What follows belongs to an exercise in optimizing a design on an open flow for small area, a short achievable clock period and few clock cycles per item; a production flow would make more cautious choices.
Only simulation tests tie the RTL to the original design; equivalence was not proved.

## core
module core
(
    input  logic        clk,
    input  logic        cpu_rstn,
    output logic [31:0] instr_rd_addr,
    output logic [31:0] instr_wr_addr,
    output logic [31:0] instr_wr_data,
    input  logic [31:0] instr_rd_data,
    output logic [3:0]  instr_wr_strobe,
    output logic [31:0] data_rd_addr,
    output logic [31:0] data_wr_addr,
    output logic [31:0] data_wr_data,
    input  logic [31:0] data_rd_data,
    output logic [3:0]  data_wr_strobe
);
Size: ~5500 cells after synthesis, ~65000 um^2 of cells after synthesis.
clock: 13.0 ns
lec_check: 0
abc_clock_period_in_ps: 4000
cap_margin: 20
core_margin: 2
core_utilization: 40
slew_margin: 20
standard.sh (not shown) runs the stock make flow with config.mk's settings and CLKGATE_MAP_FILE= SYNTH_SCRIPT=/design/flow/synth_recipe.tcl, a recipe that flattens the netlist after the stock synthesis.
==> flow/flow/run.sh <==
#!/bin/bash
# Standard ORFS layout, with the resizer asked for extra setup slack so that it
# optimises the paths well below the 13 ns constraint, and the ports buffered
# with plain buffers.
set -euo pipefail
bash standard.sh SETUP_SLACK_MARGIN=9 "BUFFER_PORTS_ARGS=-buffer_cell sky130_fd_sc_hd__buf_4" finish > flow_std.log 2>&1
Testbench counts at the start, summed over its fixed seeds: cycles 145,876, instructions 132,254.
Next try:
--- a/flow/design.v
+++ b/flow/design.v
@@ -53,22 +53,26 @@
             3'b101:  ldv = {16'b0, ldw[15:0]};
             default: ldv = ldw;
         endcase
     end
     assign wdata = ld_m ? ldv : res_m;
     localparam int SK = 8;
-    logic [31:0] ins, imm_f;
-    logic        take_f, near_f;
-    logic [SK:0] lo_f;
+    logic [31:0] ins, imm_jf, imm_bf;
+    logic        jal_f, bb_f, near_j, near_b, last_f, near_f;
+    logic [SK:0] lo_j, lo_b;
     assign ins    = instr_rd_data;
-    assign take_f = (ins[6:2] == 5'b11011) | ((ins[6:2] == 5'b11000) & ins[31]);
-    assign imm_f  = ins[2] ? {{11{ins[31]}}, ins[31], ins[19:12], ins[20], ins[30:21], 1'b0}
-                           : {{19{ins[31]}}, ins[31], ins[7], ins[30:25], ins[11:8], 1'b0};
-    assign lo_f   = {1'b0, pc_f[SK-1:0]} + {1'b0, imm_f[SK+1:2]};
-    assign near_f = (((imm_f[31:SK+2] == '0) & ~lo_f[SK]) | ((imm_f[31:SK+2] == '1) & lo_f[SK]))
-                  & ~(&pc_f[SK-1:0]);
+    assign jal_f  = ins[6:2] == 5'b11011;
+    assign bb_f   = (ins[6:2] == 5'b11000) & ins[31];
+    assign imm_jf = {{11{ins[31]}}, ins[31], ins[19:12], ins[20], ins[30:21], 1'b0};
+    assign imm_bf = {{19{ins[31]}}, ins[31], ins[7], ins[30:25], ins[11:8], 1'b0};
+    assign lo_j   = {1'b0, pc_f[SK-1:0]} + {1'b0, imm_jf[SK+1:2]};
+    assign lo_b   = {1'b0, pc_f[SK-1:0]} + {1'b0, imm_bf[SK+1:2]};
+    assign last_f = &pc_f[SK-1:0];
+    assign near_j = (((imm_jf[31:SK+2] == '0) & ~lo_j[SK]) | ((imm_jf[31:SK+2] == '1) & lo_j[SK])) & ~last_f;
+    assign near_b = (imm_bf[31:SK+2] == '1) & lo_b[SK] & ~last_f;
+    assign near_f = ins[2] ? near_j : near_b;
     logic [6:0] opc;
     logic [4:0] rs1, rs2, rd;
     logic [2:0] f3;
     assign opc = ir_d[6:0];
     assign rs1 = ir_d[19:15];
     assign rs2 = ir_d[24:20];
@@ -127,13 +131,13 @@
         else if (is_st)                     alt_d = imm_s[29:0];
         else                                alt_d = pc1_d;
     end
     logic [5:0] mc_d;
     always_comb begin
         mc_d = '0;
-        if (is_br) begin
+        if (is_br & (imm_b[31:2] != 30'd1)) begin
             case (f3)
                 3'b000: mc_d[ir_d[31] ? 1 : 0] = 1'b1;
                 3'b001: mc_d[ir_d[31] ? 0 : 1] = 1'b1;
                 3'b100: mc_d[ir_d[31] ? 3 : 2] = 1'b1;
                 3'b101: mc_d[ir_d[31] ? 2 : 3] = 1'b1;
                 3'b110: mc_d[ir_d[31] ? 5 : 4] = 1'b1;
@@ -193,12 +197,21 @@
         case (f3_x[1:0])
             2'b00:   begin stb_x = 4'b0001 << sum[1:0];           sd_x = {4{bs[7:0]}}; end
             2'b01:   begin stb_x = sum[1] ? 4'b1100 : 4'b0011;    sd_x = {2{bs[15:0]}}; end
             default: begin stb_x = 4'b1111;                        sd_x = bs; end
         endcase
     end
+    logic        en_f;
+    logic [SK-1:0] lo_o;
+    assign en_f = ~(redir_x | stall | redir_d);
+    always_comb begin
+        if (redir_x)      lo_o = tgt_x[SK-1:0];
+        else if (stall)   lo_o = pc_d[SK-1:0];
+        else if (redir_d) lo_o = add_d[SK-1:0];
+        else              lo_o = pc_f[SK-1:0] + 1'b1;
+    end
     always_ff @(posedge clk or negedge cpu_rstn) begin
         if (!cpu_rstn) begin
             pc_f   <= '0;
             v_d    <= 1'b0;
             wen_x  <= 1'b0;
             ld_x   <= 1'b0;
@@ -206,37 +219,34 @@
             mc_x   <= '0;
             jalr_x <= 1'b0;
             kill_x <= 1'b0;
             wen_m  <= 1'b0;
             stb_m  <= '0;
         end else begin
-            if (redir_x)      pc_f <= tgt_x;
-            else if (stall)   pc_f <= pc_f;
-            else if (redir_d) pc_f <= add_d;
-            else begin
-                pc_f[29:SK]   <= pc_f[29:SK] + {{(29-SK){1'b0}}, &pc_f[SK-1:0]};
-                pc_f[SK-1:0]  <= (take_f & near_f) ? lo_f[SK-1:0] : pc_f[SK-1:0] + 1'b1;
-            end
-            if (redir_x | redir_d) v_d <= 1'b0;
-            else if (!stall)  v_d <= 1'b1;
+            if (redir_x)      pc_f[29:SK] <= tgt_x[29:SK];
+            else if (stall)   pc_f[29:SK] <= pc_d[29:SK];
+            else if (redir_d) pc_f[29:SK] <= add_d[29:SK];
+            else              pc_f[29:SK] <= pc_f[29:SK] + {{(29-SK){1'b0}}, last_f};
+            pc_f[SK-1:0] <= ({SK{jal_f & near_j & en_f}} & lo_j[SK-1:0])
+                          | ({SK{bb_f & near_b & en_f}} & lo_b[SK-1:0])
+                          | ({SK{~(((jal_f & near_j) | (bb_f & near_b)) & en_f)}} & lo_o);
+            v_d <= ~(redir_x | redir_d | stall);
             kill_x <= redir_x;
             if (stall | ~v_d) begin
                 wen_x <= 1'b0; ld_x <= 1'b0; st_x <= 1'b0; mc_x <= '0; jalr_x <= 1'b0;
             end else begin
                 wen_x <= wen_d; ld_x <= is_ld; st_x <= is_st; mc_x <= mc_d; jalr_x <= is_jalr;
             end
             wen_m <= wen_x & ~kill_x;
             stb_m <= (st_x & ~kill_x) ? stb_x : 4'b0000;
         end
     end
     always_ff @(posedge clk) begin
-        if (!stall) begin
-            ir_d <= instr_rd_data;
-            pc_d <= pc_f;
-            fr_d <= near_f;
-        end
+        ir_d <= instr_rd_data;
+        pc_d <= pc_f;
+        fr_d <= near_f;
         a_x   <= r1;
         b_x   <= (is_op | is_br | is_st) ? r2 : imm_i;
         alt_x <= alt_d;
         rd_x  <= rd;
         ar_x  <= is_jal | is_jalr | is_lui | is_auipc;
         f3_x  <= f3;
Global-route usage increases by 0.89 points.
Hold slack loses 0.025 ns.
Core utilization barely changes.
Wire length grows by a few percent.
Synthesized area shrinks slightly.
Die area shrinks slightly.
Final cell count rises slightly.
Maximum frequency goes up slightly.
Worst setup slack gains 0.068 ns.
Register-to-register slack improves by 0.03 ns.
Clock skew drops by 0.042 ns.
Clock-buffer cell count came out lower by 5.
Testbench counts after the change, summed over its fixed seeds: cycles 144,211, instructions 132,254.

-- re-timing with driven ports --
The results above use ideal ports. As a check the final layouts listed here were re-extracted and re-timed, cells and wires unchanged.
Step 1 (the two cells are an assumption about what drives the block):
set clk [get_ports {clk}]
set_driving_cell -lib_cell sky130_fd_sc_hd__clkbuf_16 $clk
set_driving_cell -lib_cell sky130_fd_sc_hd__buf_2 [delete_from_list [all_inputs] $clk]
Step 2 adds t to the input delays and takes it off the output delays; t is the mean of the earliest and latest rising clock arrival at the registers after step 1. Input paths then give back, and output paths get back, about the clock's delay inside the block.
Slacks: ideal / step 1 / step 2; pairs: ideal / step 1.
| run | t (ns) | setup slack, ns | latest minus earliest clock arrival (ns) | worst register clock-pin slew, ns | worst slew at a driven data input, ns |
|---|---|---|---|---|---|
| the first run | 0.897 | 8.488 / 8.524 / 7.626 | 0.108 / 0.109 | 0.08 / 0.08 | 0.10 |
| the second run | 0.890 | 8.556 / 8.613 / 7.723 | 0.066 / 0.066 | 0.07 / 0.07 | 0.06 |
After both steps every run listed still meets setup and hold. For the first run, which loses most, drivers alone change the setup slack by +0.036 ns; drivers and shift together by -0.862 ns.
